Context: an optimization exercise on an open-source flow, tuned for small area and a short achievable clock period. The choices shown serve that exercise and are no tape-out recipe.
Where RTL was checked, it was by simulation tests only, not by an equivalence proof against the original.
Power is estimated from default activity; no workload was simulated.

== run A ==
==> flow/design.v (excerpt) <==
module matriscarpici #(parameter M=8)(
    input clk,
    input rst,
    input [M-1:0] matris_veri,
    input matris_gecerli,
    output reg [2*M+1:0] carpim_veri,
    output reg carpim_gecerli
    );
    reg [4:0] n;           
    reg [1:0] k;           
    reg [M-1:0] d_r;       
    reg [3:0] i_r;         
    reg t_r;               
    reg [M+3:0] p0l, p0h, p1l, p1h;  
    reg pv;                
    reg pf;                
    reg [M-1:0] s [0:7];   
    reg [2*M+1:0] f0, g0, f1, g1;  
    wire take = matris_gecerli && !n[4];
    wire shift_a = t_r && (!i_r[3] || i_r[0]);
    wire [2*M+1:0] sum0 = (pf ? {(2*M+2){1'b0}} : f0) + p0l + {p0h, 4'd0};
    wire [2*M+1:0] sum1 = (pf ? {(2*M+2){1'b0}} : f1) + p1l + {p1h, 4'd0};
    wire [2*M+1:0] g0_d = pv ? sum0 : g0;
    integer j;
    always @(posedge clk) begin
        d_r <= matris_veri;
        i_r <= n[3:0];
        t_r <= take && !rst;
        if (shift_a) begin
            for (j = 0; j < 7; j = j + 1)
                s[j] <= s[j+1];
            s[7] <= d_r;
        end
        p0l <= s[0] * d_r[3:0];
        p0h <= s[0] * d_r[7:4];
        p1l <= s[4] * d_r[3:0];
        p1h <= s[4] * d_r[7:4];
        pv <= t_r && i_r[3];
        pf <= (i_r[2:1] == 2'd0);
        if (pv) begin
            f0 <= g0;
            f1 <= g1;
            g1 <= sum1;
        end
        g0 <= g0_d;
        if (rst) begin
            n <= 0;
            k <= 0;
            carpim_veri <= 0;
            carpim_gecerli <= 0;
        end else if (n[4]) begin
            k <= k + 1;
            if (k == 2'd3)
                n <= 0;
            carpim_gecerli <= 1;
            carpim_veri <= k[1] ? (k[0] ? g1 : f1) : g0_d;
        end else begin
            if (take)
                n <= n + 1;
            carpim_veri <= 0;
            carpim_gecerli <= 0;
        end
    end
endmodule
Size in the first run: ~1100 cells after synthesis, ~230 flip-flops, roughly 30 I/O pins, about 0.012 mm2 of cells after synthesis.
export LEC_CHECK = 0
export ABC_CLOCK_PERIOD_IN_PS = 2500
export CAP_MARGIN = 20
export CORE_MARGIN = 2
export CORE_UTILIZATION = 40
export SETUP_SLACK_MARGIN = 5
export SLEW_MARGIN = 20
create_clock -name core_clock -period 9.5 [get_ports {clk}]
standard.sh (not shown) runs the stock make flow with config.mk's settings and CLKGATE_MAP_FILE= SYNTH_SCRIPT=/design/flow/synth_recipe.tcl, a recipe that flattens the netlist after the stock synthesis.
==> flow/flow/run.sh <==
#!/bin/bash
# Standard layout with extra ORFS make settings from flow/make_args.txt
# (repair-timing margin and similar); the full make output goes to standard.log.
args=$(cat flow/make_args.txt)
bash standard.sh $args finish > standard.log 2>&1
==> flow/flow/make_args.txt <==
SETUP_SLACK_MARGIN=6.5
Run A: done, clean on timing, DRC and antenna
Relative to run A, the following input files were edited for run B:
# run A
export LEC_CHECK = 0
export ABC_CLOCK_PERIOD_IN_PS = 2500
export CAP_MARGIN = 20
export CORE_MARGIN = 2
export CORE_UTILIZATION = 40
export SETUP_SLACK_MARGIN = 5
export SLEW_MARGIN = 20
create_clock -name core_clock -period 9.5 [get_ports {clk}]
# run B
export LEC_CHECK = 0
export CAP_MARGIN = 20
export CORE_MARGIN = 2
export CORE_UTILIZATION = 40
export SETUP_SLACK_MARGIN = 5
export SLEW_MARGIN = 20
create_clock -name core_clock -period 9.5 [get_ports {clk}]
==> flow/flow/run.sh <==
#!/bin/bash
# Standard layout, unchanged; logs kept in this folder.
bash standard.sh > standard.log 2>&1
removed: flow/flow/make_args.txt
### Flow results
Against run A, total number of vias in run B came out better.
Summary of run B over run A: final critical-path setup slack saw a decrease; non-clock buffer count saw a decrease.
For run C, these inputs were changed with respect to run B:
==> flow/flow/run.sh <==
#!/bin/bash
# Standard layout with extra ORFS make settings from flow/make_args.txt
# (repair-timing margin and similar); the full make output goes to standard.log.
args=$(cat flow/make_args.txt)
bash standard.sh $args finish > standard.log 2>&1
==> flow/flow/make_args.txt (new file) <==
SETUP_SLACK_MARGIN=6.5
### Flow results
NOTE: wire length in run C exceeds that of run B
The fraction of power consumed by combinational cells in run C sits 7.0 points above the value recorded for run B.
Going from run B to run C, total power now sits higher, highest attainable clock frequency shows an increase of 0.034 GHz.
No functional check of the RTL was part of any run of this note.

========
Another version of the RTL of matriscarpici (not shown whole).
Size in the first run: roughly 30 I/O pins.
clock: 9.5 ns
lec_check: 0
abc_area: 1
cap_margin: 20
core_margin: 2
core_utilization: 65
cts_cluster_diameter: 150
cts_cluster_size: 30
setup_slack_margin: 5
slew_margin: 20
==> flow/flow/run.sh <==
#!/bin/bash
# Standard layout with extra ORFS make settings from flow/make_args.txt
# (repair-timing margin and similar); the full make output goes to standard.log.
args=$(cat flow/make_args.txt)
bash standard.sh $args finish > standard.log 2>&1
==> flow/flow/make_args.txt <==
SETUP_SLACK_MARGIN=6.7
Change:
- CORE_UTILIZATION: 65 -> 75
=>
- The changed run passed the timing, DRC and antenna checks
- sequential power barely changes
- worst setup slack gets better by 0.015 ns
- total power climbs by 1.1%
- global-route usage went up by 6.9 points
- wire length increases by 7.0%
- worst hold slack degrades by 0.0083 ns
- clock-buffer cell count is unchanged
- utilization rises by 11 points
Change:
==> flow/flow/make_args.txt (replaced) <==
SETUP_SLACK_MARGIN=6.5
- CORE_UTILIZATION: 75 -> 65
What happened:
- The changed run finished with timing, DRC and antenna clean
- die area came out higher by 15%
- cell area falls by about 2%
- setup slack loses 0.12 ns

========
## pine
Another version of the RTL of matriscarpici (not shown whole).
Size in the first run: ~12000 um^2 of cells after synthesis.
export LEC_CHECK = 0
export CAP_MARGIN = 20
export CORE_MARGIN = 2
export CORE_UTILIZATION = 40
export SETUP_SLACK_MARGIN = 5
export SLEW_MARGIN = 20
create_clock -name core_clock -period 9.5 [get_ports {clk}]
==> flow/flow/make_args.txt <==
SETUP_SLACK_MARGIN=7.0
Scripts as last shown in full above: flow/flow/run.sh
pine has completed all stages; timing, DRC and antenna checks passed.
#### Input delta (oak over pine)
# pine
export LEC_CHECK = 0
export CAP_MARGIN = 20
export CORE_MARGIN = 2
export CORE_UTILIZATION = 40
export SETUP_SLACK_MARGIN = 5
export SLEW_MARGIN = 20
create_clock -name core_clock -period 9.5 [get_ports {clk}]
# oak
export LEC_CHECK = 0
export CAP_MARGIN = 20
export CORE_MARGIN = 2
export CORE_UTILIZATION = 65
export CTS_CLUSTER_DIAMETER = 150
export CTS_CLUSTER_SIZE = 30
export SETUP_SLACK_MARGIN = 5
export SLEW_MARGIN = 20
create_clock -name core_clock -period 9.5 [get_ports {clk}]
==> flow/flow/make_args.txt <==
SETUP_SLACK_MARGIN=6.5
### Flow results
- | synthesized area | pine vs oak | ≈ equal |
- The portion of total power attributed to the clock network number comes out lower for oak vs pine.
- Fraction of area in clock buffers and inverters: oak vs pine down 3.5 points

[port drivers added, routing unchanged]
How much do the figures lean on ideal ports? The routed layouts below were timed once more, with nothing changed but the port constraints. Step 1, drivers: a clkbuf_16 drives clk and a buf_2 each remaining input, both assumed. Step 2 adds t to the input delays and takes it off the output delays; t is the mean of the earliest and latest rising clock arrival at the registers after step 1. Input paths then give back, and output paths get back, about the clock's delay inside the block. Three values: ideal, step 1, step 2; two values: the first two.
| run | shift t [ns] | setup slack, ns | worst hold slack (ns) |
|---|---|---|---|
| run A | 0.575 | 6.135 / 6.135 / 6.064 | 0.369 / 0.369 / 0.369 |
| run B | 0.576 | 5.705 / 5.705 / 5.705 | 0.375 / 0.375 / 0.375 |
| run C | 0.575 | 6.135 / 6.135 / 6.064 | 0.369 / 0.369 / 0.369 |
| the first run of note 2 | 0.518 | 6.634 / 6.586 / 6.240 | 0.417 / 0.417 / 0.417 |
| the second run of note 2 | 0.516 | 6.649 / 6.603 / 6.204 | 0.408 / 0.408 / 0.408 |
| the third run of note 2 | 0.514 | 6.527 / 6.482 / 6.038 | 0.412 / 0.412 / 0.412 |
| pine | 0.570 | 6.647 / 6.597 / 6.212 | 0.417 / 0.417 / 0.417 |
| oak | 0.510 | 6.534 / 6.490 / 6.051 | 0.427 / 0.427 / 0.427 |
After both steps setup and hold are still met in every run listed. The setup slack of the third run of note 2, which loses most, moves by -0.045 ns with the drivers and by -0.489 ns with both steps.
